Context: an optimization exercise on an open-source flow, tuned for small area. The choices shown serve that exercise and are no tape-out recipe.
The RTL was checked by simulation tests, not by an equivalence proof against the original design.
No activity file was given, so power comes from the tool's default toggle rates.

File: design/flow/run.sh
#!/bin/bash
# synth_recipe.tcl (not shown) runs the flow's synth.tcl, then flattens the netlist and writes it again
# the make line also repeats each setting of config.mk as NAME=value (left out here)
make -C /OpenROAD-flow-scripts/flow DESIGN_CONFIG=/design/flow/config.mk WORK_HOME=/design/flow/orfs CLKGATE_MAP_FILE= SYNTH_SCRIPT=/design/flow/synth_recipe.tcl finish
File: design/flow/constraint.sdc
create_clock -name core_clock -period 5.5 [get_ports {clock}]
set_input_delay 1.1000 -clock core_clock [delete_from_list [all_inputs] [get_ports {clock}]]
set_output_delay 1.1000 -clock core_clock [all_outputs]
set_load 0.01 [all_outputs]
File: design/flow/design.v
module address_mem_encoder  #(  
        parameter int unsigned output_width = 5,
        parameter int unsigned input_width  = 32
    )(   
        input   logic                       clock, reset, we, clear,
        input   logic [input_width-1:0]     addr_in,
        output  logic [output_width-1:0]    addr_out,
        output  logic                       not_selected, address_conflict, free_space
    );
    logic                          init, end_init;
    logic [output_width-1:0]       pos, start_ptr, end_ptr;
    logic [output_width-1:0]       pos_vector[2**output_width-1:0];
    logic [output_width:0]         pos_start_ptr, pos_end_ptr;
    wire  [2**output_width-1:0]    sel_vector;
    wire  [2**output_width-2:0]    conflict_vector, sel;
    logic [2**output_width-1:0]    used_vector;
    wire  [2**output_width-1:0]    addr_out_comb[2**output_width-1:0];
    logic [input_width-1:0]        task_lookup_reg[2**output_width-1:0];
    assign start_ptr    = pos_start_ptr[output_width-1:0];
    assign end_ptr      = pos_end_ptr[output_width-1:0];
    assign pos          = pos_vector[start_ptr];
    assign end_init     = &end_ptr;
    always_ff @(posedge clock) 
        if (reset) begin
            used_vector                 <= 1'd0;
            init                        <= 1'd1;
            pos_start_ptr               <= {output_width{1'd0}};
            pos_end_ptr                 <= {output_width{1'd0}};
        end
        else if (we & free_space & ~init) begin
            used_vector[pos]            <= 1'd1;
            task_lookup_reg[pos]        <= addr_in;
            pos_start_ptr               <= pos_start_ptr + 1'd1; 
        end
        else if (clear & ~init & ~not_selected & ~address_conflict) begin
            used_vector[addr_out]       <= 1'd0;
            task_lookup_reg[addr_out]   <= {input_width{1'd0}};
            pos_vector[end_ptr]         <= addr_out;
            pos_end_ptr                 <= pos_end_ptr + 1'd1;
        end
        else if (init) begin
            init                        <= ~end_init;
            pos_vector[end_ptr]         <= pos_end_ptr[output_width-1:0];
            pos_end_ptr                 <= pos_end_ptr + 1'd1;
            task_lookup_reg[end_ptr]    <= {input_width{1'd0}};
        end
            assign sel_vector[0]    = used_vector[0] & (addr_in == task_lookup_reg[0]);
            assign addr_out_comb[0] = {output_width{1'd0}};
            genvar i;
            generate
            for(i=0; i < 2**output_width-1; i=i+1)
                begin
                    assign sel[i]               = used_vector[i+1] && (addr_in == task_lookup_reg[i+1]);
                    assign sel_vector[i+1]      = sel[i] | sel_vector[i];
                    assign addr_out_comb[i+1]   = addr_out_comb[i] | (sel[i] ? i+1 : {output_width{1'd0}});
                    assign conflict_vector[i]   = sel_vector[i] & sel[i];
                end
            endgenerate
    assign addr_out             = addr_out_comb[2**output_width-1];
    assign not_selected         = ~|sel_vector;
    assign address_conflict     = |conflict_vector;
    assign free_space           = ~&used_vector;
endmodule 
File: design/flow/config.mk
export PLATFORM = sky130hd
export DESIGN_NAME = address_mem_encoder
export DESIGN_NICKNAME = address_mem_encoder
export VERILOG_FILES = /design/flow/design.v
export SDC_FILE = /design/flow/constraint.sdc
export NUM_CORES = 4
export LEC_CHECK = 0
export CAP_MARGIN = 20
export CORE_MARGIN = 2
export CORE_UTILIZATION = 45
export PLACE_DENSITY = 0.6
export SETUP_SLACK_MARGIN = 0.15
export SLEW_MARGIN = 20
==> results of run 1 <==
-- worst max-delay path, cell delays in order --
cell and delay (ns):
sky130_fd_sc_hd__buf_2 0.15, sky130_fd_sc_hd__buf_4 0.20, sky130_fd_sc_hd__buf_12 0.17, sky130_fd_sc_hd__xor2_1 0.31
sky130_fd_sc_hd__nor4_1 0.09, sky130_fd_sc_hd__buf_4 0.14, sky130_fd_sc_hd__nand4_1 0.14, sky130_fd_sc_hd__or4_4 0.21
sky130_fd_sc_hd__buf_4 0.13, sky130_fd_sc_hd__nand4_1 0.13, sky130_fd_sc_hd__nor4_2 0.59, sky130_fd_sc_hd__inv_1 0.25
sky130_fd_sc_hd__clkdlybuf4s50_1 0.58
-- metal layers --
layer	vias up	part of all wire (%)	global-route usage [%]	routed length [um]
li1	13600	-	-	-
met1	16800	40	41.9	72400
met2	1890	47	47.8	85300
met3	289	9.7	4.79	17400
met4	2	3.1	9.52	5650
met5	-	0.0083	0	15
-- worst paths after layout --
| check | end | slack, ns | depth (start not counted) |
|---|---|---|---|
| worst min register to register | register | 0.55 | 2 |
| worst max-delay path | addr_out[4] | 0.15 | 13 |
| worst min-delay path | register | 0.55 | 2 |
| worst max register to register | task_lookup_reg[19][27] | 0.71 | 19 |
-- cell usage in the layout, fill, tap and decap left out, types with 45 or more instances in the layout --
cell type	netlist	routed
sky130_fd_sc_hd__edfxtp_1	1184	1184
sky130_fd_sc_hd__xor2_1	935	933
sky130_fd_sc_hd__buf_4	69	366
sky130_fd_sc_hd__buf_12	3	201
sky130_fd_sc_hd__nor4_1	235	187
sky130_fd_sc_hd__clkbuf_16	0	138
sky130_fd_sc_hd__xnor2_1	98	98
sky130_fd_sc_hd__nand4_1	69	69
sky130_fd_sc_hd__nand3_1	64	62
sky130_fd_sc_hd__nor2_1	56	51
sky130_fd_sc_hd__mux4_2	50	50
sky130_fd_sc_hd__dfxtp_1	48	47
sky130_fd_sc_hd__nand2_1	47	45
-- report_power, final --
part	internal (mW)	switching, mW	total [mW]
logic	0.665	1.14	1.81
registers	10.4	0.0338	10.4
clock network	5.13	3.70	8.83
total	16.2	4.87	21.0
-- repair_timing --
item | in CTS | in global routing
gates resized for setup | 35 | 16
endpoints found under the setup margin | 7 | 5
setup buffers | 18 | 8
pin swaps | 12 | 11
-- per-stage QoR --
stage	power [mW]	cells	TNS, ns	utilization (%)
6_report	21.0	5559	0	56.4
5_1_grt	21.5	5558	0	56.4
4_1_cts	21.1	5550	-0.0777	56.2
3_5_place_dp	12.4	5291	-578.07	52.3
3_3_place_gp	12.3	5291	-552.35	52.3
2_1_floorplan	11.4	3342	-21.90	-
-- final cells by class --
| type | count | area [um^2] |
|---|---|---|
| timing repair buffer | 608 | 7050 |
| sequential | 1232 | 36500 |
| fill | 9139 | 51300 |
| inverter | 26 | 97.6 |
| multi-input combinational | 1915 | 16400 |
| clock inverter | 74 | 664 |
| tap | 1536 | 1920 |
| antenna | 1 | 2.50 |
| clock buffer | 167 | 3610 |
-- cell families after synthesis --
group           Yosys count  synth area share (%)
flops                  1232                  68.7
xor+xnor               1033                  17.0
simple gates            686                  7.52
buf+inv                 195                  2.51
compound gates          123                  1.63
mux                      60                  2.31
fa+ha+maj                13                 0.304
-- cell usage after synthesis (all sizes together), types with 2 or more instances --
| cell | instances | area [um^2] |
|---|---|---|
| o22ai | 5 | 31.3 |
| o21bai | 12 | 90.1 |
| inv | 26 | 97.6 |
| o211ai | 2 | 15.0 |
| nor3 | 58 | 290 |
| nor2b | 39 | 244 |
| clkbuf | 22 | 82.6 |
| nand2 | 47 | 176 |
| ha | 12 | 150 |
| nand3 | 65 | 338 |
| and3 | 42 | 273 |
| a211oi | 16 | 125 |
| and2 | 6 | 40.0 |
| mux2i | 7 | 70.1 |
| mux4 | 50 | 1130 |
| nor4 | 239 | 1530 |
| nor2 | 58 | 233 |
| nand2b | 8 | 50.1 |
| or2 | 9 | 56.3 |
| dfxtp | 48 | 961 |
| xnor2 | 98 | 858 |
| or3 | 24 | 153 |
| mux2 | 3 | 33.8 |
| xor2 | 935 | 8190 |
| o21a | 6 | 52.6 |
| a21boi | 3 | 22.5 |
| edfxtp | 1184 | 35600 |
| a31oi | 12 | 75.1 |
| nor3b | 4 | 30.0 |
| or4 | 9 | 71.3 |
| buf | 147 | 1150 |
| o31ai | 4 | 30.0 |
| a21oi | 36 | 191 |
| o21ai | 8 | 43.8 |
| a221oi | 2 | 35.0 |
| a41oi | 5 | 43.8 |
| nand4 | 70 | 444 |
| o2111ai | 2 | 17.5 |
| a22oi | 3 | 22.5 |
| nor4b | 3 | 26.3 |
==> impl_table.tex, run 1 <==
\begin{tabular}{lr}
\hline
Metric & Value \\
\hline
\multicolumn{2}{l}{\textbf{Run status}} \\
Status & timing/DRC/antenna clean \\
\multicolumn{2}{l}{\textbf{Timing}} \\
Final period util & between 90\% and 100\% \\
Worst slew pin tran & 0.826 ns \\
Worst-case setup margin in the final layout & 0.153 ns \\
Setup Viol. Count Final & 0 \\
Relative max-transition margin & roughly 45\% \\
Post-Route Skew & 0.0279 ns \\
Hold Fails Final Rpt & 0 \\
Achievable frequency & between 150 and 200 MHz \\
Final min period & 5.35 ns \\
Worst hold margin & 0.547 ns \\
Pins Over Slew Limit & 0 \\
Unrepaired setup endpoints after global routing & true \\
\multicolumn{2}{l}{\textbf{Worst setup path}} \\
Worst-path maximum fanout & 9 \\
Worst setup path class & input port to output pin \\
Critical path launch point & addr\_in[7] \\
Required @ worst endpoint & 4.40 ns \\
Critical path endpoint category & output pin \\
Critical register-to-register path startpoint & task\_lookup\_reg[7][23] \\
CP Launch Type & input port \\
Worst EP arrival & about 4.3 ns \\
\multicolumn{2}{l}{\textbf{Die}} \\
Die Area & 121000 um\^{}2 \\
Die boundary height & roughly 350 um \\
Site Rows & between 100 and 150 \\
Die X-Extent & between 300 and 400 um \\
Core area & 118000 um\^{}2 \\
I/O Pins & 44 \\
Starting utilization of the core area & 45.2\% \\
\multicolumn{2}{l}{\textbf{Power}} \\
Total power per unit cell area & 318 nW/um\^{}2 \\
Worst IR drop on VDD & 0.000314 V \\
Static leakage power & 23.5 nW \\
\multicolumn{2}{l}{\textbf{Global routing}} \\
First-pass GRT wire length & 251 mm \\
Number of antenna violations at the first check in global routing & 18 \\
Largest net degree at the start of global routing & 41 \\
Overflow left after global routing & 0 \\
Overall track demand over capacity in global routing & 29.9\% \\
Vias in the first global route & 32200 \\
\multicolumn{2}{l}{\textbf{Placement}} \\
Quantity of I/O buffers inserted on ports & 43 \\
RePlAce Congestion & 0.940 \\
Placed Instance Area & 61500 um\^{}2 \\
Post-detail-place hpwl & 120 mm \\
Pre-CTS setup slack & -0.457 ns \\
\multicolumn{2}{l}{\textbf{Finish}} \\
Net total in the final layout & 3965 \\
Area growth from synthesis to layout & 24.7\% \\
Largest register FFs & 1024 \\
Cell area after layout & 66300 um\^{}2 \\
Layout cells sized above 1 & 25.0\% \\
\multicolumn{2}{l}{\textbf{Yosys}} \\
Number of unique standard cell types used by synthesis & 73 \\
Average cell area after synthesis & 15.9 um\^{}2 \\
Dominant register cell in the synthesized netlist & sky130\_fd\_sc\_hd\_\_edfxtp\_1 \\
Netlist Area Pre-Place & roughly 53000 um\^{}2 \\
Share of the yosys chip area belonging to registers & 68.7\% \\
Number of synthesis warnings & 1 \\
Number of flops mapped to enable cells by yosys & $\sim$1200 \\
Total nets after synthesis & 3390 \\
Fraction of registers with async set or reset after synthesis & 0\% \\
Flip-flop and latch count after synthesis & between 1000 and 1500 \\
Synthesized instance count & 3342 \\
\multicolumn{2}{l}{\textbf{Clock tree}} \\
Number of buffers created by CTS & 134 \\
Total of hold buffers inserted after clock tree synthesis & 0 \\
Clock transition at the register clock pins on the worst setup and hold paths after CTS & 0.06 ns \\
Maximum root-to-sink buffer count & 3 \\
CTS tree & built \\
Clock network latency to the later pin of the worst-skew pair & 0.75 ns \\
TritonCTS sink count & 1232 \\
Root Buffer Master & sky130\_fd\_sc\_hd\_\_clkbuf\_16 \\
Depth of the CTS H-tree & 4 \\
\multicolumn{2}{l}{\textbf{Job}} \\
Maximum capacitance violations & 0 \\
\multicolumn{2}{l}{\textbf{Detailed routing}} \\
Via-to-Cell Ratio & 5.86 \\
Remaining antenna violation count & 0 \\
Number of search-and-repair iterations in the first detailed-routing pass & 6 \\
Mean routed wirelength per cell & 32.5 um \\
DR vias & roughly 33000 \\
First DRT Iteration DRCs & 4686 \\
Number of remaining DRC errors & 0 \\
Wire length reported by the detailed router & around 180 mm \\
\multicolumn{2}{l}{\textbf{Worst hold path}} \\
Origin of the worst min-delay path & pos\_start\_ptr[4] \\
Class of the tightest hold or removal check & register to register \\
\hline
\end{tabular}
==> run 2: changes to the inputs <==
==> design/flow/design.v (replaced) <==
module address_mem_encoder  #(
        parameter int unsigned output_width = 5,
        parameter int unsigned input_width  = 32
    )(
        input   logic                       clock, reset, we, clear,
        input   logic [input_width-1:0]     addr_in,
        output  logic [output_width-1:0]    addr_out,
        output  logic                       not_selected, address_conflict, free_space
    );
    localparam int unsigned N = 2**output_width;
    logic                       init;
    logic [output_width-1:0]    start_ptr, end_ptr;
    logic [N-1:0]               used;
    logic [output_width-1:0]    seq [N-1:0];
    logic [input_width-1:0]     data[N-1:0];
    logic [N-1:0]               sel, head, wsel, csel;
    logic                       do_write, do_clear;
    genvar i;
    generate
        for (i = 0; i < N; i = i + 1) begin : g_cmp
            assign sel[i]  = used[i] & (addr_in == data[i]);
            assign head[i] = ~used[i] & (seq[i] == start_ptr);
        end
    endgenerate
    logic [N-1:0] any_l [output_width:0];
    logic [N-1:0] mul_l [output_width:0];
    assign any_l[0] = sel;
    assign mul_l[0] = '0;
    genvar l, k;
    generate
        for (l = 0; l < output_width; l = l + 1) begin : g_lvl
            for (k = 0; k < (N >> (l+1)); k = k + 1) begin : g_node
                assign any_l[l+1][k] = any_l[l][2*k] | any_l[l][2*k+1];
                assign mul_l[l+1][k] = mul_l[l][2*k] | mul_l[l][2*k+1] |
                                       (any_l[l][2*k] & any_l[l][2*k+1]);
            end
            for (k = (N >> (l+1)); k < N; k = k + 1) begin : g_pad
                assign any_l[l+1][k] = 1'b0;
                assign mul_l[l+1][k] = 1'b0;
            end
        end
    endgenerate
    always_comb begin
        addr_out = '0;
        for (int j = 0; j < N; j = j + 1)
            if (sel[j]) addr_out = addr_out | j[output_width-1:0];
    end
    assign not_selected     = ~any_l[output_width][0];
    assign address_conflict = mul_l[output_width][0];
    assign free_space       = ~&used;
    assign do_write = we & ~init & free_space;
    assign do_clear = clear & ~init & ~do_write & ~not_selected & ~address_conflict;
    assign wsel     = head & {N{we & ~init}};
    assign csel     = sel  & {N{do_clear}};
    always_ff @(posedge clock)
        if (reset) begin
            init      <= 1'b1;
            start_ptr <= '0;
            end_ptr   <= '0;
        end else begin
            if (init) begin
                init    <= ~&end_ptr;
                end_ptr <= end_ptr + 1'b1;
            end else if (do_clear)
                end_ptr <= end_ptr + 1'b1;
            if (do_write)
                start_ptr <= start_ptr + 1'b1;
        end
    always_ff @(posedge clock)
        used <= reset ? '0 : ((used | wsel) & ~csel);
    logic [output_width-1:0] seq_d;
    logic [N-1:0]            seq_keep, seq_load;
    assign seq_keep = ~used & {N{~reset}};
    assign seq_load = csel | {N{reset}};
    generate
        for (i = 0; i < N; i = i + 1) begin : g_seq
            logic [output_width-1:0] ld;
            assign ld = reset ? i[output_width-1:0] : end_ptr;
            always_ff @(posedge clock)
                seq[i] <= (seq[i] & {output_width{seq_keep[i]}}) |
                          (ld     & {output_width{seq_load[i]}});
        end
    endgenerate
    generate
        for (i = 0; i < N; i = i + 1) begin : g_data
            always_ff @(posedge clock)
                data[i] <= (data[i] & {input_width{used[i]}}) |
                           (addr_in & {input_width{wsel[i]}});
        end
    endgenerate
endmodule
==> design/flow/config.mk (replaced) <==
export PLATFORM = sky130hd
export DESIGN_NAME = address_mem_encoder
export DESIGN_NICKNAME = address_mem_encoder
export VERILOG_FILES = /design/flow/design.v
export SDC_FILE = /design/flow/constraint.sdc
export NUM_CORES = 4
export LEC_CHECK = 0
export CAP_MARGIN = 0
export CORE_MARGIN = 2
export CORE_UTILIZATION = 65
export CTS_BUF_LIST = sky130_fd_sc_hd__clkbuf_4
export PLACE_DENSITY = 0.8
export SETUP_SLACK_MARGIN = 0.05
export SLEW_MARGIN = 0
==> impl_table.tex, run 2 <==
\begin{tabular}{lr}
\hline
Metric & Value \\
\hline
\multicolumn{2}{l}{\textbf{Run status}} \\
Status & timing/DRC/antenna clean \\
\multicolumn{2}{l}{\textbf{Yosys}} \\
Total nets after synthesis & 5041 \\
Most repeated cell in the gate-level netlist after synthesis & sky130\_fd\_sc\_hd\_\_dfxtp\_1 \\
Share of the yosys chip area belonging to registers & roughly 47\% \\
Netlist Area Pre-Place & 52800 um\^{}2 \\
Area fraction of the dominant cell type after synthesis & 46.5\% \\
Post-synth top cells & 1227 x sky130\_fd\_sc\_hd\_\_dfxtp\_1, 1020 x sky130\_fd\_sc\_hd\_\_a22o\_1, 947 x sky130\_fd\_sc\_hd\_\_xnor2\_1 \\
Fraction of registers with async set or reset after synthesis & 0\% \\
Synthesized instance count & 5002 \\
Dominant register cell in the synthesized netlist & sky130\_fd\_sc\_hd\_\_dfxtp\_1 \\
Library cell with the largest summed area after synthesis & sky130\_fd\_sc\_hd\_\_dfxtp\_1 \\
Number of unique standard cell types used by synthesis & around 50 \\
Flip-flop and latch count after synthesis & between 1000 and 1500 \\
Average cell area after synthesis & 10.6 um\^{}2 \\
Biggest area contributors in the synthesized netlist & sky130\_fd\_sc\_hd\_\_dfxtp\_1 47\%, sky130\_fd\_sc\_hd\_\_a22o\_1 17\%, sky130\_fd\_sc\_hd\_\_xnor2\_1 16\% \\
Number of synthesis warnings & 5 \\
Number of flops mapped to enable cells by yosys & 0 \\
\multicolumn{2}{l}{\textbf{Clock tree}} \\
Number of buffers created by CTS & 324 \\
CTS tree & built \\
Maximum root-to-sink buffer count & 4 \\
Clock network latency to the later pin of the worst-skew pair & 1.25 ns \\
Clock transition at the register clock pins on the worst setup and hold paths after CTS & 0.06 ns \\
TritonCTS sink count & 1227 \\
Root Buffer Master & sky130\_fd\_sc\_hd\_\_clkbuf\_4 \\
Depth of the CTS H-tree & 5 \\
\multicolumn{2}{l}{\textbf{Die}} \\
Die boundary height & 289 um \\
Site Rows & approximately 100 \\
Die Area & 83500 um\^{}2 \\
Die X-Extent & slightly below 300 um \\
Core area & 80400 um\^{}2 \\
I/O Pins & 44 \\
Starting utilization of the core area & $\sim$66\% \\
\multicolumn{2}{l}{\textbf{Global routing}} \\
Global-route met1 utilization & 46.9\% \\
Layer with the highest usage after global routing & met2 \\
Number of antenna violations at the first check in global routing & 2 \\
First-pass GRT wire length & 237 mm \\
Overall track demand over capacity in global routing & 36.5\% \\
Vias in the first global route & 40000 \\
Met3 demand-to-capacity share in global routing & 6.72\% \\
Largest net degree at the start of global routing & 130 \\
GR Util met2 & 57.5\% \\
Overflow left after global routing & 0 \\
\multicolumn{2}{l}{\textbf{Finish}} \\
Total of fill cells in the finished design & 5618 \\
Layout cells sized above 1 & 17.1\% \\
Post-Route Utilization & 73.0\% \\
Top library cells by usage in the layout, fill and taps aside & 1214 x sky130\_fd\_sc\_hd\_\_dfxtp\_1, 1020 x sky130\_fd\_sc\_hd\_\_a22o\_1, 947 x sky130\_fd\_sc\_hd\_\_xnor2\_1 \\
Largest register FFs & roughly 1000 \\
Final Instance Count excl. Fillers & 6406 \\
Cell area after layout & 58700 um\^{}2 \\
Net total in the final layout & 5185 \\
Area taken by multi-input logic gates & 25600 um\^{}2 \\
Register area & 24600 um\^{}2 \\
Area growth from synthesis to layout & 11.2\% \\
Most common cell after layout, fill and taps aside & sky130\_fd\_sc\_hd\_\_dfxtp\_1 \\
\multicolumn{2}{l}{\textbf{Worst setup path}} \\
Worst setup path class & register to output pin \\
Worst-path maximum fanout & 4 \\
Worst EP arrival & 4.34 ns \\
Critical path endpoint category & output pin \\
CP Launch Type & register \\
Required @ worst endpoint & 4.40 ns \\
\multicolumn{2}{l}{\textbf{Detailed routing}} \\
Wire length reported by the detailed router & $\sim$150 mm \\
Number of search-and-repair iterations in the first detailed-routing pass & 5 \\
First DRT Iteration DRCs & 4365 \\
DR vias & 41000 \\
Number of remaining DRC errors & 0 \\
Mean routed wirelength per cell & 24.0 um \\
Via-to-Cell Ratio & approximately 6.4 \\
Remaining antenna violation count & 0 \\
\multicolumn{2}{l}{\textbf{Timing}} \\
Unrepaired setup endpoints after global routing & true \\
Pins Over Slew Limit & 0 \\
Final period util & a little over nine tenths \\
Worst slew pin tran & 1.08 ns \\
Achievable frequency & 184 MHz \\
Worst hold margin & 0.256 ns \\
Post-Route Skew & around 0.12 ns \\
Relative max-transition margin & 27.2\% \\
Final min period & 5.44 ns \\
Setup Viol. Count Final & 0 \\
Hold Fails Final Rpt & 0 \\
\multicolumn{2}{l}{\textbf{Placement}} \\
RePlAce Congestion & 0.903 \\
Post-detail-place hpwl & 96.3 mm \\
Cells after DPL & between 5000 and 6000 \\
Placed Instance Area & around 55000 um\^{}2 \\
Quantity of I/O buffers inserted on ports & 43 \\
\multicolumn{2}{l}{\textbf{Power}} \\
Static leakage power & approximately 21 nW \\
Worst IR drop on VDD & 0.000201 V \\
Total power per unit cell area & 298 nW/um\^{}2 \\
\multicolumn{2}{l}{\textbf{Worst hold path}} \\
Class of the tightest hold or removal check & input port to register \\
\multicolumn{2}{l}{\textbf{Job}} \\
Maximum capacitance violations & 0 \\
\hline
\end{tabular}
[run 2: final timing paths]
kind	startpoint	to	slack [ns]	cells after the start
worst max register to register	used[12]	seq[6][4]	0.95	9
worst min-delay path	addr_in[17]	data[23][17]	0.26	2
worst max-delay path	data[18][2]	address_conflict	0.06	11
worst min register to register	seq[18][0]	seq[18][0]	0.48	2
[run 2: cell type report]
cell class                 instances  share of cell area, %
sequential                      1227                   41.9
antenna                            8                 0.0341
multi-input combinational       3203                   43.5
inverter                          50                  0.320
clock buffer                     470                   6.01
clock inverter                    48                  0.388
tap                             1060                   2.26
timing repair buffer             340                   5.56
[run 2: report_power, final]
part | leakage [nW] | internal [mW] | switching, mW | total, mW
sequential | 9.89 | 8.88 | 0.00207 | 8.88
clock | 2.27 | 3.92 | 3.63 | 7.55
combinational | 8.95 | 0.396 | 0.662 | 1.06
[run 2: per-stage QoR]
stage	worst slack, ns	power (mW)	TNS, ns
4_1_cts	0.0636	17.6	0
6_report	0.0645	17.5	0
3_5_place_dp	-0.0175	10.1	-0.0175
5_1_grt	-0.0233	18.1	-0.0233
3_3_place_gp	0.00770	10.1	0
2_1_floorplan	1.31	9.76	0
[run 2: worst max-delay path, cell delays in order (launching register included)]
cell                              delay, ns
sky130_fd_sc_hd__dfxtp_4               0.39
sky130_fd_sc_hd__xor2_1                0.16
sky130_fd_sc_hd__nor4_2                0.32
sky130_fd_sc_hd__buf_4                 0.17
sky130_fd_sc_hd__nand4_1               0.32
sky130_fd_sc_hd__or4_4                 0.60
sky130_fd_sc_hd__a22oi_1               0.23
sky130_fd_sc_hd__nor4_1                0.10
sky130_fd_sc_hd__o2111ai_1             0.15
sky130_fd_sc_hd__nor2_2                0.12
sky130_fd_sc_hd__nand2_1               0.07
sky130_fd_sc_hd__clkdlybuf4s50_1       0.53
[run 2: repair_timing]
item	in CTS	in global routing
gates cloned	0	0
endpoints found under the hold margin	0	0
pin swaps	3	2
setup endpoints to repair	4	1
setup buffers	0	1
resized for setup	15	9
hold buffers	0	0
[run 2: cells by family after synthesis]
family                     after synthesis  share of synthesized area [%]
AOI/OAI and AO/OA                     1302                           20.3
xor gates and xnor gates              1177                           19.6
adders and majority gates                3                         0.0711
buffers and inverters                  572                           5.53
DFF                                   1227                           46.5
muxes                                    3                         0.0569
and+or+nand+nor                        718                           7.93
[run 2: layer usage]
layer	part of all wire, %	vias to the layer above
met5	0	-
met4	6.0	0
met3	8.1	457
met2	46	1919
met1	40	20200
li1	-	18400
==> run 3: changes to the inputs <==
--- a/design/flow/config.mk
+++ b/design/flow/config.mk
@@ -8,7 +8,7 @@
 export CAP_MARGIN = 0
 export CORE_MARGIN = 2
-export CORE_UTILIZATION = 65
+export CORE_UTILIZATION = 45
 export CTS_BUF_LIST = sky130_fd_sc_hd__clkbuf_4
-export PLACE_DENSITY = 0.8
+export PLACE_DENSITY = 0.6
 export SETUP_SLACK_MARGIN = 0.05
 export SLEW_MARGIN = 0
==> impl_table.tex, run 3 <==
\begin{tabular}{lr}
\hline
Metric & Value \\
\hline
\multicolumn{2}{l}{\textbf{Die}} \\
Die Area & between 100000 and 150000 um\^{}2 \\
I/O Pins & 44 \\
Die X-Extent & between 300 and 400 um \\
Site Rows & 125 \\
Die boundary height & between 300 and 400 um \\
Core area & 116000 um\^{}2 \\
Starting utilization of the core area & between 40\% and 50\% \\
\multicolumn{2}{l}{\textbf{Finish}} \\
Layout cells sized above 1 & 18.5\% \\
Total of fill cells in the finished design & between 10000 and 15000 \\
Top library cells by usage in the layout, fill and taps aside & 1222 x sky130\_fd\_sc\_hd\_\_dfxtp\_1, 1020 x sky130\_fd\_sc\_hd\_\_a22o\_1, 947 x sky130\_fd\_sc\_hd\_\_xnor2\_1 \\
Most common cell after layout, fill and taps aside & sky130\_fd\_sc\_hd\_\_dfxtp\_1 \\
Final Instance Count excl. Fillers & 6993 \\
Post-Route Utilization & 52.1\% \\
Area growth from synthesis to layout & 14.6\% \\
Net total in the final layout & about 5300 \\
Largest register FFs & 1024 \\
\multicolumn{2}{l}{\textbf{Worst setup path}} \\
Worst-path cell chain & buf\_4 -> buf\_12 -> xnor2\_1 -> nand4\_1 -> nor4\_1 -> nand4\_1 -> buf\_4 -> nand4\_1 -> buf\_4 -> or4\_4 -> buf\_4 -> nor2\_1 -> clkdlybuf4s50\_1 \\
Required @ worst endpoint & 4.40 ns \\
Cell depth of the worst flop-to-flop path & 11 \\
Worst EP arrival & 4.29 ns \\
Delay contributed by the slowest stage of the critical path & 0.58 ns \\
CP Launch Type & input port \\
Critical register-to-register path startpoint & used[11] \\
Critical path endpoint category & output pin \\
Cell seen most often among critical-path stages & sky130\_fd\_sc\_hd\_\_buf\_4 \\
Worst setup path class & input port to output pin \\
Cell at the slowest stage of the critical path & sky130\_fd\_sc\_hd\_\_clkdlybuf4s50\_1 \\
Worst reg2reg endpoint & seq[30][0] \\
Worst-case register-to-register setup slack & approximately 1.6 ns \\
Worst-path maximum fanout & 17 \\
\multicolumn{2}{l}{\textbf{Worst hold path}} \\
Class of the tightest hold or removal check & input port to register \\
Worst min-delay path endpoint & data[19][14] \\
Origin of the worst min-delay path & addr\_in[14] \\
Hold path depth & 2 \\
\multicolumn{2}{l}{\textbf{Global routing}} \\
Vias in the first global route & 39300 \\
Overall track demand over capacity in global routing & 27.2\% \\
Overflow left after global routing & 0 \\
First-pass GRT wire length & approximately 250 mm \\
Number of antenna violations at the first check in global routing & 2 \\
Largest net degree at the start of global routing & about 120 \\
\multicolumn{2}{l}{\textbf{Yosys}} \\
Area fraction of the dominant cell type after synthesis & 46.5\% \\
Number of synthesis warnings & 5 \\
Dominant register cell in the synthesized netlist & sky130\_fd\_sc\_hd\_\_dfxtp\_1 \\
Flip-flop and latch count after synthesis & 1227 \\
Biggest area contributors in the synthesized netlist & sky130\_fd\_sc\_hd\_\_dfxtp\_1 47\%, sky130\_fd\_sc\_hd\_\_a22o\_1 17\%, sky130\_fd\_sc\_hd\_\_xnor2\_1 16\% \\
Library cell with the largest summed area after synthesis & sky130\_fd\_sc\_hd\_\_dfxtp\_1 \\
Most repeated cell in the gate-level netlist after synthesis & sky130\_fd\_sc\_hd\_\_dfxtp\_1 \\
Netlist Area Pre-Place & 52800 um\^{}2 \\
Synthesized instance count & $\sim$5000 \\
Number of flops mapped to enable cells by yosys & 0 \\
Total nets after synthesis & 5041 \\
Average cell area after synthesis & roughly 11 um\^{}2 \\
Fraction of registers with async set or reset after synthesis & 0\% \\
Post-synth top cells & 1227 x sky130\_fd\_sc\_hd\_\_dfxtp\_1, 1020 x sky130\_fd\_sc\_hd\_\_a22o\_1, 947 x sky130\_fd\_sc\_hd\_\_xnor2\_1 \\
Number of unique standard cell types used by synthesis & just under 50 \\
Share of the yosys chip area belonging to registers & roughly 47\% \\
\multicolumn{2}{l}{\textbf{Clock tree}} \\
Total of hold buffers inserted after clock tree synthesis & 0 \\
TritonCTS sink count & about 1200 \\
Clock transition at the register clock pins on the worst setup and hold paths after CTS & 0.06 ns \\
Depth of the CTS H-tree & 5 \\
Number of buffers created by CTS & 340 \\
Clock network latency to the later pin of the worst-skew pair & 1.22 ns \\
Maximum root-to-sink buffer count & 4 \\
CTS tree & built \\
Root Buffer Master & sky130\_fd\_sc\_hd\_\_clkbuf\_4 \\
\multicolumn{2}{l}{\textbf{Placement}} \\
RePlAce Congestion & 0.848 \\
Cells after DPL & 6427 \\
Quantity of I/O buffers inserted on ports & 43 \\
Post-detail-place hpwl & around 110 mm \\
\multicolumn{2}{l}{\textbf{Power}} \\
Worst IR drop on VDD & around 0.00025 V \\
Total power per unit cell area & 298 nW/um\^{}2 \\
Static leakage power & between 20 and 25 nW \\
Total power draw & 18.0 mW \\
\multicolumn{2}{l}{\textbf{Timing}} \\
Unrepaired setup endpoints after global routing & false \\
Final min period & 5.39 ns \\
Final period util & 98.0\% \\
Pins Over Slew Limit & 0 \\
Worst slew pin tran & 0.990 ns \\
Achievable frequency & around 190 MHz \\
Post-Route Skew & 0.0697 ns \\
Worst hold margin & 0.186 ns \\
Hold Fails Final Rpt & 0 \\
Setup Viol. Count Final & 0 \\
Relative max-transition margin & between 30\% and 40\% \\
\multicolumn{2}{l}{\textbf{Detailed routing}} \\
DR vias & 40500 \\
First DRT Iteration DRCs & 3196 \\
Wire length reported by the detailed router & 167 mm \\
Via-to-Cell Ratio & 5.79 \\
Number of remaining DRC errors & 0 \\
Number of search-and-repair iterations in the first detailed-routing pass & 5 \\
Mean routed wirelength per cell & roughly 24 um \\
Remaining antenna violation count & 0 \\
\multicolumn{2}{l}{\textbf{Run status}} \\
Status & timing/DRC/antenna clean \\
\multicolumn{2}{l}{\textbf{Job}} \\
Maximum capacitance violations & 0 \\
\hline
\end{tabular}
run 3: cell counts after synthesis:
No cell type changed its count.
run 3: through the flow:
stage	cell area, um^2	setup TNS [ns]	setup slack, ns
after floorplan	52800	0	1.31
after global placement	56400	-0.266	-0.230
after detailed placement	56400	-0.311	-0.229
after CTS	60500	0	0.0514
after global routing	60500	0	0.0556
final	60500	0	0.113
run 3: power by group:
group / internal [mW] / leakage, nW / switching (mW)
registers: 8.88 / 9.88 / 0.00175
logic: 0.440 / 9.51 / 0.699
clock network: 4.19 / 2.44 / 3.79
run 3: logic make-up after synthesis:
group	after synthesis	synth area share, %
buffers and inverters	572	5.53
adder cells (fa/ha/maj)	3	0.0711
AND/OR/NAND/NOR	718	7.93
XOR/XNOR	1177	19.6
AO/OA/AOI/OAI	1302	20.3
flip-flops	1227	46.5
multiplexers	3	0.0569
run 3: worst max path at each step:
stage                start          endpoint  slack, ns  cells after the start
2_1_floorplan  addr_in[23]  address_conflict       1.31                     12
6_report       addr_in[26]      not_selected       0.11                     13
3_5_place_dp    addr_in[6]  address_conflict      -0.23                     12
5_1_grt        addr_in[26]      not_selected       0.06                     13
3_3_place_gp    addr_in[6]  address_conflict      -0.23                     12
4_1_cts        addr_in[29]      not_selected       0.05                     12
run 3: repair_timing:
action | 4_1_cts | 5_1_grt
resized for setup | 6 | 2
hold endpoints to repair | 0 | 0
setup endpoints to repair | 4 | 1
setup buffers | 1 | 0
pin swaps | 4 | 0
run 3: area by class of cell:
| class | count | area (um^2) | area share [%] |
|---|---|---|---|
| diodes | 6 | 15.0 | 0.0248 |
| clock buffers | 497 | 3730 | 6.17 |
| clock inverters | 62 | 293 | 0.484 |
| inverters | 50 | 188 | 0.310 |
| multi-input cells | 3203 | 25500 | 42.2 |
| flip-flops and latches | 1227 | 24600 | 40.6 |
| well taps | 1524 | 1910 | 3.15 |
| repair buffers | 424 | 4250 | 7.03 |
run 3: per-layer routing:
metal / vias to the layer above / wire (um) / GRT usage (%)
li1: 18700 / - / -
met1: 20100 / 73900 / 36.0
met2: 1344 / 78300 / 44.3
met3: 318 / 9200 / 4.18
met4: 0 / 5500 / 11.1
met5: - / 0 / 0
run 3: critical path, delay by kind of cell:
kind          cells  cell delay [ns]
xor+xnor          1             0.08
buf+inv           6             1.83
simple gates      6             1.24
==> run 4: changes to the inputs <==
==> design/flow/config.mk (replaced) <==
export PLATFORM = sky130hd
export DESIGN_NAME = address_mem_encoder
export DESIGN_NICKNAME = address_mem_encoder
export VERILOG_FILES = /design/flow/design.v
export SDC_FILE = /design/flow/constraint.sdc
export NUM_CORES = 4
export LEC_CHECK = 0
export CAP_MARGIN = 20
export CORE_MARGIN = 2
export CORE_UTILIZATION = 45
export PLACE_DENSITY = 0.6
export SETUP_SLACK_MARGIN = 0.15
export SLEW_MARGIN = 20
==> impl_table.tex, run 4 <==
\begin{tabular}{lr}
\hline
Metric & Value \\
\hline
\multicolumn{2}{l}{\textbf{Finish}} \\
Most common cell after layout, fill and taps aside & sky130\_fd\_sc\_hd\_\_dfxtp\_1 \\
Area taken by multi-input logic gates & 25600 um\^{}2 \\
Largest register FFs & 1024 \\
Top library cells by usage in the layout, fill and taps aside & 1222 x sky130\_fd\_sc\_hd\_\_dfxtp\_1, 1020 x sky130\_fd\_sc\_hd\_\_a22o\_1, 947 x sky130\_fd\_sc\_hd\_\_xnor2\_1 \\
Final Instance Count excl. Fillers & 6672 \\
Antenna Diode Count & 0 \\
Area growth from synthesis to layout & 15.6\% \\
Net total in the final layout & 5084 \\
Register area & 24600 um\^{}2 \\
Total of fill cells in the finished design & 10300 \\
Layout cells sized above 1 & 14.0\% \\
\multicolumn{2}{l}{\textbf{Worst setup path}} \\
Worst EP arrival & 4.20 ns \\
Worst-case register-to-register setup slack & 1.60 ns \\
Worst reg2reg endpoint & seq[14][0] \\
CP Launch Type & input port \\
Worst setup path class & input port to output pin \\
Required @ worst endpoint & 4.40 ns \\
Worst-path maximum fanout & 26 \\
Critical register-to-register path startpoint & used[11] \\
Critical path endpoint category & output pin \\
Cell depth of the worst flop-to-flop path & 11 \\
\multicolumn{2}{l}{\textbf{Clock tree}} \\
Maximum root-to-sink buffer count & 3 \\
Total of hold buffers inserted after clock tree synthesis & 0 \\
Clock network latency to the later pin of the worst-skew pair & 0.76 ns \\
Clock transition at the register clock pins on the worst setup and hold paths after CTS & around 0.05 ns \\
Depth of the CTS H-tree & 4 \\
CTS tree & built \\
Number of buffers created by CTS & 133 \\
Root Buffer Master & sky130\_fd\_sc\_hd\_\_clkbuf\_16 \\
TritonCTS sink count & roughly 1200 \\
\multicolumn{2}{l}{\textbf{Die}} \\
Site Rows & approximately 130 \\
Die Area & 120000 um\^{}2 \\
Core area & 116000 um\^{}2 \\
Starting utilization of the core area & 45.4\% \\
Die X-Extent & 346 um \\
I/O Pins & 44 \\
Die boundary height & 346 um \\
\multicolumn{2}{l}{\textbf{Detailed routing}} \\
Via-to-Cell Ratio & 5.87 \\
Wire length reported by the detailed router & 165 mm \\
Mean routed wirelength per cell & around 25 um \\
Remaining antenna violation count & 0 \\
Number of remaining DRC errors & 0 \\
DR vias & approximately 39000 \\
Number of search-and-repair iterations in the first detailed-routing pass & 6 \\
First DRT Iteration DRCs & 3328 \\
\multicolumn{2}{l}{\textbf{Yosys}} \\
Biggest area contributors in the synthesized netlist & sky130\_fd\_sc\_hd\_\_dfxtp\_1 47\%, sky130\_fd\_sc\_hd\_\_a22o\_1 17\%, sky130\_fd\_sc\_hd\_\_xnor2\_1 16\% \\
Number of unique standard cell types used by synthesis & 49 \\
Total nets after synthesis & 5041 \\
Number of flops mapped to enable cells by yosys & 0 \\
Share of the yosys chip area belonging to registers & 46.5\% \\
Dominant register cell in the synthesized netlist & sky130\_fd\_sc\_hd\_\_dfxtp\_1 \\
Library cell with the largest summed area after synthesis & sky130\_fd\_sc\_hd\_\_dfxtp\_1 \\
Number of synthesis warnings & 5 \\
Most repeated cell in the gate-level netlist after synthesis & sky130\_fd\_sc\_hd\_\_dfxtp\_1 \\
Average cell area after synthesis & 10.6 um\^{}2 \\
Fraction of registers with async set or reset after synthesis & 0\% \\
Post-synth top cells & 1227 x sky130\_fd\_sc\_hd\_\_dfxtp\_1, 1020 x sky130\_fd\_sc\_hd\_\_a22o\_1, 947 x sky130\_fd\_sc\_hd\_\_xnor2\_1 \\
Netlist Area Pre-Place & 52800 um\^{}2 \\
Flip-flop and latch count after synthesis & 1227 \\
Area fraction of the dominant cell type after synthesis & 46.5\% \\
Synthesized instance count & 5002 \\
\multicolumn{2}{l}{\textbf{Power}} \\
Static leakage power & 21.6 nW \\
Cell internal power dissipation & about 15 mW \\
Worst IR drop on VDD & about 0.00029 V \\
Total power per unit cell area & 315 nW/um\^{}2 \\
Switching Share & 23.2\% \\
Sequential fraction of design power & 46.3\% \\
Combinational Power Share & under 10\% \\
Switching power total & 4.45 mW \\
Clock share of power & 47.8\% \\
\multicolumn{2}{l}{\textbf{Timing}} \\
Relative max-transition margin & 33.5\% \\
Final min period & 5.30 ns \\
Final period util & 96.3\% \\
Pins Over Slew Limit & 0 \\
Hold Fails Final Rpt & 0 \\
Worst hold margin & a little under 0.5 ns \\
Post-Route Skew & 0.0303 ns \\
Worst slew pin tran & 0.990 ns \\
Unrepaired setup endpoints after global routing & false \\
Achievable frequency & between 150 and 200 MHz \\
Setup Viol. Count Final & 0 \\
\multicolumn{2}{l}{\textbf{Run status}} \\
Status & timing/DRC/antenna clean \\
\multicolumn{2}{l}{\textbf{Worst hold path}} \\
Hold path depth & 2 \\
Origin of the worst min-delay path & seq[12][4] \\
Class of the tightest hold or removal check & register to register \\
Worst min-delay path endpoint & seq[12][4] \\
\multicolumn{2}{l}{\textbf{Placement}} \\
Post-detail-place hpwl & around 110 mm \\
RePlAce Congestion & 0.848 \\
Quantity of I/O buffers inserted on ports & 43 \\
Cells after DPL & 6427 \\
\multicolumn{2}{l}{\textbf{Job}} \\
Maximum capacitance violations & 0 \\
\multicolumn{2}{l}{\textbf{Global routing}} \\
Largest net degree at the start of global routing & 116 \\
Overall track demand over capacity in global routing & 26.9\% \\
Number of antenna violations at the first check in global routing & 0 \\
First-pass GRT wire length & 248 mm \\
Overflow left after global routing & 0 \\
Vias in the first global route & approximately 38000 \\
\hline
\end{tabular}
run 4: cell families (layout without fill, tap and decap cells):
family / Yosys count / count (layout) / synth area share (%)
fa+ha+maj: 3 / 3 / 0.0711
flops: 1227 / 1227 / 46.5
buf+inv: 572 / 718 / 5.53
compound gates: 1302 / 1302 / 20.3
mux: 3 / 3 / 0.0569
xor+xnor: 1177 / 1177 / 19.6
simple gates: 718 / 718 / 7.93
run 4: repair_timing:
item                                    in CTS  in global routing
resized for setup                            5                 14
endpoints found under the hold margin        0                  0
endpoints found under the setup margin       4                  2
pin swaps                                    1                  5
buffers inserted                             2                  5
run 4: power groups by stage:
| stage | Sequential (mW) | Clock (mW) | Combinational, mW |
|---|---|---|---|
| after CTS | 8.89 | 9.29 | 1.13 |
| after floorplan | 9.09 | 0 | 0.674 |
| after detailed placement | 9.09 | 0 | 1.12 |
| after global routing | 8.88 | 9.67 | 1.19 |
| after global placement | 9.09 | 0 | 1.13 |
| final | 8.89 | 9.18 | 1.14 |
run 4: cell type report:
type                            count  share of cell area [%]
Multi-Input combinational cell   3203                    41.9
Clock buffer                      195                    6.43
Tap cell                         1524                    3.12
Clock inverter                     43                   0.883
Inverter                           50                   0.307
Timing Repair Buffer              430                    7.07
Sequential cell                  1227                    40.3
run 4: layer usage:
layer | routed length (um) | global-route usage (%)
met2 | 77100 | 44.0
met5 | 0 | 0
met4 | 5280 | 9.18
met1 | 74200 | 36.6
met3 | 8410 | 3.50
run 4: critical path, cell delays in order:
cell and delay (ns):
sky130_fd_sc_hd__buf_4 0.23, sky130_fd_sc_hd__buf_12 0.25, sky130_fd_sc_hd__xor2_1 0.19, sky130_fd_sc_hd__nor2_1 0.12, sky130_fd_sc_hd__nand4_1 0.14, sky130_fd_sc_hd__buf_4 0.22
sky130_fd_sc_hd__nand4_1 0.12, sky130_fd_sc_hd__buf_4 0.17, sky130_fd_sc_hd__buf_4 0.13, sky130_fd_sc_hd__or4_4 0.51, sky130_fd_sc_hd__buf_4 0.16, sky130_fd_sc_hd__nor2_1 0.18
sky130_fd_sc_hd__clkdlybuf4s50_1 0.58
run 4: worst max-delay path by stage:
stage,startpoint,endpoint,slack [ns],depth (start not counted)
final,addr_in[3],not_selected,0.20,13
after global routing,addr_in[6],address_conflict,0.15,13
after CTS,addr_in[10],address_conflict,0.15,13
after floorplan,addr_in[23],address_conflict,1.31,12
after detailed placement,addr_in[6],address_conflict,-0.23,12
after global placement,addr_in[6],address_conflict,-0.23,12
run 4: per-stage QoR:
stage / setup WS [ns] / TNS, ns / total power [mW] / utilization, % / instance area (um^2)
2_1_floorplan: 1.31 / 0 / 9.76 / - / 52800
3_3_place_gp: -0.230 / -0.266 / 10.2 / 48.5 / 56400
3_5_place_dp: -0.229 / -0.311 / 10.2 / 48.5 / 56400
4_1_cts: 0.151 / 0 / 19.3 / 52.4 / 60900
5_1_grt: 0.153 / 0 / 19.8 / 52.5 / 61000
6_report: 0.203 / 0 / 19.2 / 52.5 / 61000
==> run 5: changes to the inputs <==
--- a/design/flow/design.v
+++ b/design/flow/design.v
@@ -8,9 +8,9 @@
         output  logic                       not_selected, address_conflict, free_space
     );
-    localparam int unsigned N = 2**output_width;
+    localparam int unsigned N  = 2**output_width;
+    localparam int unsigned SW = output_width;
     logic                       init;
-    logic [output_width-1:0]    start_ptr, end_ptr;
+    logic [SW-1:0]              start_ptr, end_ptr;
     logic [N-1:0]               used;
-    logic [output_width-1:0]    seq [N-1:0];
     logic [input_width-1:0]     data[N-1:0];
     logic [N-1:0]               sel, head, wsel, csel;
@@ -20,5 +20,5 @@
         for (i = 0; i < N; i = i + 1) begin : g_cmp
             assign sel[i]  = used[i] & (addr_in == data[i]);
-            assign head[i] = ~used[i] & (seq[i] == start_ptr);
+            assign head[i] = ~used[i] & (data[i][SW-1:0] == start_ptr);
         end
     endgenerate
@@ -69,22 +69,24 @@
     always_ff @(posedge clock)
         used <= reset ? '0 : ((used | wsel) & ~csel);
-    logic [output_width-1:0] seq_d;
-    logic [N-1:0]            seq_keep, seq_load;
-    assign seq_keep = ~used & {N{~reset}};
-    assign seq_load = csel | {N{reset}};
-    generate
-        for (i = 0; i < N; i = i + 1) begin : g_seq
-            logic [output_width-1:0] ld;
-            assign ld = reset ? i[output_width-1:0] : end_ptr;
-            always_ff @(posedge clock)
-                seq[i] <= (seq[i] & {output_width{seq_keep[i]}}) |
-                          (ld     & {output_width{seq_load[i]}});
-        end
-    endgenerate
+    logic [SW-1:0] lo_bus, lo_bus0, lo_bus1;
+    logic [N-1:0]  lo_keep, lo_load;
+    assign lo_bus  = do_write ? addr_in[SW-1:0] : end_ptr;
+    assign lo_bus0 = lo_bus & {SW{~reset}};
+    assign lo_bus1 = lo_bus | {SW{reset}};
+    assign lo_load = wsel | csel | {N{reset}};
+    assign lo_keep = ~{N{reset}} & ~(used & csel) & ~(~used & wsel);
     generate
         for (i = 0; i < N; i = i + 1) begin : g_data
+            logic [SW-1:0] bus;
+            for (k = 0; k < SW; k = k + 1) begin : g_bit
+                assign bus[k] = ((i >> k) & 1) ? lo_bus1[k] : lo_bus0[k];
+            end
             always_ff @(posedge clock)
-                data[i] <= (data[i] & {input_width{used[i]}}) |
-                           (addr_in & {input_width{wsel[i]}});
+                data[i][input_width-1:SW] <=
+                    (data[i][input_width-1:SW] & {(input_width-SW){used[i]}}) |
+                    (addr_in[input_width-1:SW] & {(input_width-SW){wsel[i]}});
+            always_ff @(posedge clock)
+                data[i][SW-1:0] <= (data[i][SW-1:0] & {SW{lo_keep[i]}}) |
+                                   (bus & {SW{lo_load[i]}});
         end
     endgenerate
==> design/flow/config.mk (replaced) <==
export PLATFORM = sky130hd
export DESIGN_NAME = address_mem_encoder
export DESIGN_NICKNAME = address_mem_encoder
export VERILOG_FILES = /design/flow/design.v
export SDC_FILE = /design/flow/constraint.sdc
export NUM_CORES = 4
export LEC_CHECK = 0
export CAP_MARGIN = 0
export CORE_MARGIN = 2
export CORE_UTILIZATION = 70
export PLACE_DENSITY = 0.85
export SETUP_SLACK_MARGIN = 0.05
export SLEW_MARGIN = 0
==> impl_table.tex, run 5 <==
\begin{tabular}{lr}
\hline
Metric & Value \\
\hline
\multicolumn{2}{l}{\textbf{Finish}} \\
Most common cell after layout, fill and taps aside & sky130\_fd\_sc\_hd\_\_dfxtp\_1 \\
Area growth from synthesis to layout & 12.9\% \\
Largest register FFs & $\sim$1000 \\
Layout cells sized above 1 & 13.1\% \\
Post-Route Utilization & 79.4\% \\
Net total in the final layout & 5108 \\
Final Instance Count excl. Fillers & roughly 6100 \\
Top library cells by usage in the layout, fill and taps aside & 1061 x sky130\_fd\_sc\_hd\_\_dfxtp\_1, 867 x sky130\_fd\_sc\_hd\_\_a22o\_1, 599 x sky130\_fd\_sc\_hd\_\_xor2\_1 \\
\multicolumn{2}{l}{\textbf{Worst setup path}} \\
Worst reg2reg endpoint & used[13] \\
Worst-case register-to-register setup slack & approximately 1.1 ns \\
Worst-path maximum fanout & 21 \\
Critical path launch point & addr\_in[27] \\
Worst setup path class & input port to output pin \\
Critical path endpoint category & output pin \\
Cell depth of the worst flop-to-flop path & 8 \\
Required @ worst endpoint & 4.40 ns \\
Worst EP arrival & roughly 4.3 ns \\
CP Launch Type & input port \\
Critical register-to-register path startpoint & used[15] \\
\multicolumn{2}{l}{\textbf{Detailed routing}} \\
DR vias & about 44000 \\
Number of search-and-repair iterations in the first detailed-routing pass & 6 \\
Via-to-Cell Ratio & 7.16 \\
Mean routed wirelength per cell & 29.3 um \\
Wire length reported by the detailed router & approximately 180 mm \\
First DRT Iteration DRCs & about 5500 \\
Remaining antenna violation count & 0 \\
Number of remaining DRC errors & 0 \\
\multicolumn{2}{l}{\textbf{Clock tree}} \\
CTS tree & built \\
Clock transition at the register clock pins on the worst setup and hold paths after CTS & 0.06 ns \\
Maximum root-to-sink buffer count & 3 \\
Total of hold buffers inserted after clock tree synthesis & 0 \\
Number of post-CTS setup repair buffers & 0 \\
Total of cells resized after clock tree synthesis & 0 \\
Clock network latency to the later pin of the worst-skew pair & 0.69 ns \\
TritonCTS sink count & 1067 \\
Depth of the CTS H-tree & 3 \\
Root Buffer Master & sky130\_fd\_sc\_hd\_\_clkbuf\_16 \\
Number of buffers created by CTS & 107 \\
\multicolumn{2}{l}{\textbf{Yosys}} \\
Number of unique standard cell types used by synthesis & 70 \\
Biggest area contributors in the synthesized netlist & sky130\_fd\_sc\_hd\_\_dfxtp\_1 42\%, sky130\_fd\_sc\_hd\_\_a22o\_1 15\%, sky130\_fd\_sc\_hd\_\_xor2\_1 10\% \\
Number of flops mapped to enable cells by yosys & 0 \\
Share of the yosys chip area belonging to registers & 41.8\% \\
Most repeated cell in the gate-level netlist after synthesis & sky130\_fd\_sc\_hd\_\_dfxtp\_1 \\
Synthesized instance count & 5043 \\
Flip-flop and latch count after synthesis & about 1100 \\
Number of synthesis warnings & 4 \\
Post-synth top cells & 1067 x sky130\_fd\_sc\_hd\_\_dfxtp\_1, 867 x sky130\_fd\_sc\_hd\_\_a22o\_1, 599 x sky130\_fd\_sc\_hd\_\_xor2\_1 \\
Average cell area after synthesis & just over 10 um\^{}2 \\
Netlist Area Pre-Place & 51100 um\^{}2 \\
Fraction of registers with async set or reset after synthesis & 0\% \\
Dominant register cell in the synthesized netlist & sky130\_fd\_sc\_hd\_\_dfxtp\_1 \\
Area fraction of the dominant cell type after synthesis & a little over two fifths \\
Library cell with the largest summed area after synthesis & sky130\_fd\_sc\_hd\_\_dfxtp\_1 \\
Total nets after synthesis & 5082 \\
\multicolumn{2}{l}{\textbf{Worst hold path}} \\
Class of the tightest hold or removal check & register to register \\
Origin of the worst min-delay path & data[9][3] \\
Hold path depth & 2 \\
Worst min-delay path endpoint & data[9][3] \\
\multicolumn{2}{l}{\textbf{Timing}} \\
Relative max-transition margin & 13.7\% \\
Worst-case setup margin in the final layout & 0.142 ns \\
Final min period & 5.36 ns \\
Hold Fails Final Rpt & 0 \\
Achievable frequency & 187 MHz \\
Unrepaired setup endpoints after global routing & false \\
Post-Route Skew & about 0.032 ns \\
Pins Over Slew Limit & 0 \\
Setup Viol. Count Final & 0 \\
Worst slew pin tran & 1.28 ns \\
Final period util & between 90\% and 100\% \\
Fin Setup TNS & 0 ns \\
\multicolumn{2}{l}{\textbf{Die}} \\
Die X-Extent & 274 um \\
Site Rows & 99 \\
Die boundary height & approximately 270 um \\
I/O Pins & 44 \\
Die Area & 75200 um\^{}2 \\
Starting utilization of the core area & 70.4\% \\
Core area & 72600 um\^{}2 \\
\multicolumn{2}{l}{\textbf{Placement}} \\
Cells after DPL & 5919 \\
Pre-CTS setup slack & 0.0929 ns \\
RePlAce Congestion & 1.04 \\
Post-detail-place hpwl & between 100 and 150 mm \\
Quantity of I/O buffers inserted on ports & 43 \\
\multicolumn{2}{l}{\textbf{Global routing}} \\
Vias in the first global route & 42000 \\
First-pass GRT wire length & 265 mm \\
Number of antenna violations at the first check in global routing & 1 \\
Overflow left after global routing & 0 \\
Overall track demand over capacity in global routing & 46.5\% \\
Largest net degree at the start of global routing & 61 \\
\multicolumn{2}{l}{\textbf{Job}} \\
Maximum capacitance violations & 0 \\
\multicolumn{2}{l}{\textbf{Power}} \\
Static leakage power & between 20 and 25 nW \\
Total power per unit cell area & 301 nW/um\^{}2 \\
Worst IR drop on VDD & 0.000437 V \\
\multicolumn{2}{l}{\textbf{Run status}} \\
Status & timing/DRC/antenna clean \\
\hline
\end{tabular}
==> run 5: cell type report <==
class / count / area, um^2
multi-input combinational: 3390 / 26900
timing repair buffer: 389 / 3810
fill: 4602 / 14900
tap: 959 / 1200
antenna: 3 / 7.51
inverter: 114 / 428
sequential: 1067 / 21400
clock buffer: 139 / 3020
clock inverter: 57 / 918
==> run 5: power breakdown <==
| part | internal (mW) | switching [mW] | leakage [nW] |
|---|---|---|---|
| Sequential | 7.73 | 0.00237 | 8.60 |
| Clock | 4.99 | 3.24 | 1.93 |
| Combinational | 0.450 | 0.927 | 11.2 |
==> run 5: logic make-up (layout without fill, tap and decap cells) <==
logic type               count (synthesis)  count (layout)  synth area share, %
AO/OA/AOI/OAI                         1197            1197                 20.0
XOR/XNOR                              1184            1184                 20.3
flip-flops                            1067            1067                 41.8
AND/OR/NAND/NOR                       1000            1000                 11.8
buffers and inverters                  586             699                 5.96
multiplexers                             6               6                0.118
adder cells (fa/ha/maj)                  3               3               0.0735
other                                    0               3                    0
==> run 5: worst max-delay path, stage by stage <==
cell	delay (ns)
sky130_fd_sc_hd__buf_4	0.31
sky130_fd_sc_hd__buf_12	0.27
sky130_fd_sc_hd__xor2_1	0.14
sky130_fd_sc_hd__nor4_1	0.31
sky130_fd_sc_hd__nand4_1	0.13
sky130_fd_sc_hd__or4_1	0.69
sky130_fd_sc_hd__o22ai_1	0.33
sky130_fd_sc_hd__nor4_1	0.13
sky130_fd_sc_hd__nand2_1	0.08
sky130_fd_sc_hd__nor3_1	0.07
sky130_fd_sc_hd__nand2_1	0.14
sky130_fd_sc_hd__clkdlybuf4s50_1	0.56
==> run 5: worst max path at each step <==
| stage | end | depth (start not counted) | slack [ns] |
|---|---|---|---|
| floorplan | address_conflict | 11 | 1.42 |
| global placement | address_conflict | 13 | 0.07 |
| detailed placement | address_conflict | 12 | 0.09 |
| CTS | address_conflict | 12 | 0.08 |
| global route | address_conflict | 13 | 0.07 |
| finish | address_conflict | 12 | 0.14 |
==> run 5: per-stage QoR <==
| stage | power [mW] | area, um^2 | hold slack [ns] |
|---|---|---|---|
| floorplan | 8.69 | 51100 | 0.460 |
| global placement | 9.18 | 53600 | 0.470 |
| detailed placement | 9.20 | 53600 | 0.483 |
| global route | 17.6 | 57700 | 0.512 |
| finish | 17.3 | 57700 | 0.493 |
| CTS | 17.2 | 57600 | 0.492 |
==> run 5: metal layers <==
layer  GRT usage (%)  wire (um)  vias to the layer above
met2            68.5      74800                     3022
met4            25.6      11800                        2
li1                -          -                    18700
met3            11.9      23300                      788
met1            62.2      69200                    21300
met5               0         12                        -
==> run 6: changes to the inputs <==
--- a/design/flow/config.mk
+++ b/design/flow/config.mk
@@ -9,4 +9,6 @@
 export CORE_MARGIN = 2
 export CORE_UTILIZATION = 70
+export CTS_CLUSTER_DIAMETER = 100
+export CTS_CLUSTER_SIZE = 30
 export PLACE_DENSITY = 0.85
 export SETUP_SLACK_MARGIN = 0.05
==> impl_table.tex, run 6 <==
\begin{tabular}{lr}
\hline
Metric & Value \\
\hline
\multicolumn{2}{l}{\textbf{Timing}} \\
Unrepaired setup endpoints after global routing & false \\
Final min period & 5.37 ns \\
Worst-case setup margin in the final layout & 0.126 ns \\
Worst slew pin tran & 1.26 ns \\
Pins Over Slew Limit & 0 \\
Hold Fails Final Rpt & 0 \\
Setup Viol. Count Final & 0 \\
Achievable frequency & 186 MHz \\
Relative max-transition margin & $\sim$16\% \\
Post-Route Skew & roughly 0.05 ns \\
Fin Setup TNS & 0 ns \\
Final period util & 97.7\% \\
\multicolumn{2}{l}{\textbf{Yosys}} \\
Flip-flop and latch count after synthesis & between 1000 and 1500 \\
Number of flops mapped to enable cells by yosys & 0 \\
Dominant register cell in the synthesized netlist & sky130\_fd\_sc\_hd\_\_dfxtp\_1 \\
Number of unique standard cell types used by synthesis & 70 \\
Total nets after synthesis & 5082 \\
Post-synth top cells & 1067 x sky130\_fd\_sc\_hd\_\_dfxtp\_1, 867 x sky130\_fd\_sc\_hd\_\_a22o\_1, 599 x sky130\_fd\_sc\_hd\_\_xor2\_1 \\
Fraction of registers with async set or reset after synthesis & 0\% \\
Netlist Area Pre-Place & 51100 um\^{}2 \\
Most repeated cell in the gate-level netlist after synthesis & sky130\_fd\_sc\_hd\_\_dfxtp\_1 \\
Biggest area contributors in the synthesized netlist & sky130\_fd\_sc\_hd\_\_dfxtp\_1 42\%, sky130\_fd\_sc\_hd\_\_a22o\_1 15\%, sky130\_fd\_sc\_hd\_\_xor2\_1 10\% \\
Share of the yosys chip area belonging to registers & 41.8\% \\
Number of synthesis warnings & 4 \\
Average cell area after synthesis & 10.1 um\^{}2 \\
Area fraction of the dominant cell type after synthesis & 41.8\% \\
Synthesized instance count & 5043 \\
Library cell with the largest summed area after synthesis & sky130\_fd\_sc\_hd\_\_dfxtp\_1 \\
\multicolumn{2}{l}{\textbf{Power}} \\
Worst IR drop on VDD & 0.000322 V \\
Cell internal power dissipation & just under 10 mW \\
Switching power total & 3.40 mW \\
Switching Share & 26.1\% \\
Total power draw & roughly 13 mW \\
Combinational Power Share & 10.5\% \\
Static leakage power & 20.4 nW \\
Total power per unit cell area & 238 nW/um\^{}2 \\
Sequential fraction of design power & around three fifths \\
Clock share of power & a little under a third \\
\multicolumn{2}{l}{\textbf{Worst setup path}} \\
Cell at the slowest stage of the critical path & sky130\_fd\_sc\_hd\_\_or4\_1 \\
Worst EP arrival & 4.27 ns \\
Delay contributed by the slowest stage of the critical path & 0.69 ns \\
Crit path buffers/inverters & 3 \\
Worst-path cell chain & buf\_4 -> buf\_12 -> xor2\_1 -> nor4\_1 -> nand4\_1 -> or4\_1 -> o22ai\_1 -> nor4\_1 -> nand2\_1 -> nor3\_1 -> nand2\_1 -> clkdlybuf4s50\_1 \\
Cell type group with the largest total delay on the critical path & simple AND/OR/NAND/NOR gates \\
Required @ worst endpoint & around 4.4 ns \\
Worst-path maximum fanout & 21 \\
CP Launch Type & input port \\
Critical path endpoint category & output pin \\
Total number of cells along the worst setup path & 12 \\
Worst setup path class & input port to output pin \\
Cell depth of the worst flop-to-flop path & 8 \\
\multicolumn{2}{l}{\textbf{Detailed routing}} \\
Remaining antenna violation count & 0 \\
Wire length reported by the detailed router & 173 mm \\
Number of search-and-repair iterations in the first detailed-routing pass & 8 \\
Via-to-Cell Ratio & about 7 \\
Number of remaining DRC errors & 0 \\
First DRT Iteration DRCs & 5558 \\
Mean routed wirelength per cell & 29.0 um \\
DR vias & 42800 \\
\multicolumn{2}{l}{\textbf{Placement}} \\
Cells after DPL & 5919 \\
Placed Instance Area & 53600 um\^{}2 \\
RePlAce Congestion & 1.04 \\
Pre-CTS setup slack & 0.0929 ns \\
Quantity of I/O buffers inserted on ports & 43 \\
Post-detail-place hpwl & 118 mm \\
\multicolumn{2}{l}{\textbf{Die}} \\
Core area & roughly 73000 um\^{}2 \\
Die X-Extent & 274 um \\
Die Area & between 70000 and 80000 um\^{}2 \\
Die boundary height & 274 um \\
Starting utilization of the core area & between 70 and 80\% \\
Site Rows & 99 \\
I/O Pins & 44 \\
\multicolumn{2}{l}{\textbf{Finish}} \\
Layout cells sized above 1 & a little over a tenth \\
Largest register FFs & 1024 \\
Most common cell after layout, fill and taps aside & sky130\_fd\_sc\_hd\_\_dfxtp\_1 \\
Top library cells by usage in the layout, fill and taps aside & 1061 x sky130\_fd\_sc\_hd\_\_dfxtp\_1, 867 x sky130\_fd\_sc\_hd\_\_a22o\_1, 599 x sky130\_fd\_sc\_hd\_\_xor2\_1 \\
Area growth from synthesis to layout & 7.38\% \\
Total of fill cells in the finished design & 5124 \\
Net total in the final layout & 5043 \\
Final Instance Count excl. Fillers & 5975 \\
Cell area after layout & around 55000 um\^{}2 \\
\multicolumn{2}{l}{\textbf{Global routing}} \\
Number of antenna violations at the first check in global routing & 3 \\
First-pass GRT wire length & around 260 mm \\
Overall track demand over capacity in global routing & 44.9\% \\
Vias in the first global route & 40500 \\
Overflow left after global routing & 0 \\
Largest net degree at the start of global routing & 61 \\
\multicolumn{2}{l}{\textbf{Clock tree}} \\
TritonCTS sink count & approximately 1100 \\
Number of buffers created by CTS & 42 \\
Depth of the CTS H-tree & 2 \\
Root Buffer Master & sky130\_fd\_sc\_hd\_\_clkbuf\_16 \\
Clock network latency to the later pin of the worst-skew pair & 0.67 ns \\
CTS tree & built \\
Maximum root-to-sink buffer count & 3 \\
Clock transition at the register clock pins on the worst setup and hold paths after CTS & around 0.10 ns \\
\multicolumn{2}{l}{\textbf{Job}} \\
Maximum capacitance violations & 0 \\
\multicolumn{2}{l}{\textbf{Worst hold path}} \\
Hold path depth & 2 \\
Class of the tightest hold or removal check & register to register \\
\multicolumn{2}{l}{\textbf{Run status}} \\
Status & timing/DRC/antenna clean \\
\hline
\end{tabular}
==> run 6: metrics by stage <==
step                utilization [%]  hold WS, ns
finish                         75.6        0.499
global route                   75.6        0.526
CTS                            75.5        0.499
detailed placement             73.9        0.483
global placement               73.9        0.470
floorplan                         -        0.460
==> run 6: worst reg2reg max path, stage by stage, from the launching register on <==
cell,delay (ns)
sky130_fd_sc_hd__dfxtp_2,0.94
sky130_fd_sc_hd__nand4_1,0.42
sky130_fd_sc_hd__nor4_1,0.61
sky130_fd_sc_hd__a21oi_1,0.17
sky130_fd_sc_hd__buf_4,0.23
sky130_fd_sc_hd__nor3b_1,0.54
sky130_fd_sc_hd__nand2_1,0.36
sky130_fd_sc_hd__nor2_8,0.66
sky130_fd_sc_hd__a211oi_1,0.18
==> run 6: what timing repair did <==
| item | in CTS | in global routing |
|---|---|---|
| resized for setup | 0 | 14 |
| buffers inserted | 0 | 0 |
| hold buffers | 0 | 0 |
| endpoints found under the setup margin | 0 | 3 |
==> run 6: worst paths after layout <==
check                endpoint   startpoint  slack [ns]
max          address_conflict  addr_in[27]        0.13
max reg2reg          used[13]     used[15]        1.25
min                data[9][3]   data[9][3]        0.50
min reg2reg        data[9][3]   data[9][3]        0.50
==> run 6: cells by family (layout without fill, tap and decap cells) <==
kind of cell,count (synthesis),after routing,synth area share [%]
compound gates,1197,1197,20.0
xor+xnor,1184,1184,20.3
flops,1067,1067,41.8
simple gates,1000,1000,11.8
buf+inv,586,555,5.96
mux,6,6,0.118
fa+ha+maj,3,3,0.0735
other cells,0,4,0
==> run 6: layout make-up <==
| class | instances | area [um^2] | share of cell area (%) |
|---|---|---|---|
| Multi-Input combinational cell | 3390 | 26900 | 49.0 |
| Sequential cell | 1067 | 21400 | 38.9 |
| Timing Repair Buffer | 389 | 3800 | 6.93 |
| Tap cell | 959 | 1200 | 2.19 |
| Clock buffer | 45 | 1090 | 1.99 |
| Inverter | 114 | 428 | 0.780 |
| Clock inverter | 7 | 60.1 | 0.109 |
| Antenna cell | 4 | 10.0 | 0.0182 |
==> run 6: power groups by stage <==
stage	sequential, mW	combinational (mW)	clock [mW]
floorplan	7.90	0.786	0
global placement	7.90	1.28	0
detailed placement	7.90	1.29	0
CTS	7.73	1.30	3.92
global route	7.73	1.39	4.17
finish	7.73	1.37	3.94
==> run 6: routing by layer <==
layer / global-route usage (%) / part of all wire [%] / vias up
met3: 9.65 / 13 / 620
met5: 0 / 0.0075 / -
met2: 66.6 / 42 / 2810
li1: - / - / 18500
met4: 21.6 / 5.6 / 2
met1: 62.1 / 40 / 20900

==> port drivers added, routing unchanged <==
No port has a modelled driver above. Below, the same layouts with a new extraction and two added sets of constraints. Step 1 assumes that a clkbuf_16 drives the clock port and a buf_2 every other input. Step 2, shift: input delay + t, output delay - t, t = (earliest + latest rising clock arrival at the registers) / 2. This alone moves slack from input paths to output paths. a / b / c = ideal ports / drivers / drivers and shift; a / b = the first two.
run | t (ns) | setup slack, ns | latest minus earliest clock arrival (ns)
run 1 | 0.816 | 0.153 / 0.121 / -0.444 | 0.028 / 0.028
run 2 | 1.244 | 0.065 / 0.000 / 0.157 | 0.136 / 0.135
run 3 | 1.268 | 0.113 / 0.088 / 0.088 | 0.087 / 0.087
run 4 | 0.826 | 0.203 / 0.175 / 0.175 | 0.031 / 0.030
run 5 | 0.740 | 0.142 / 0.106 / 0.106 | 0.033 / 0.033
run 6 | 0.712 | 0.126 / 0.097 / 0.097 | 0.051 / 0.051
Met with ideal ports but missed after step 2: setup timing in run 1. The setup slack of run 1, which loses most, moves by -0.032 ns with the drivers and by -0.597 ns with both steps.
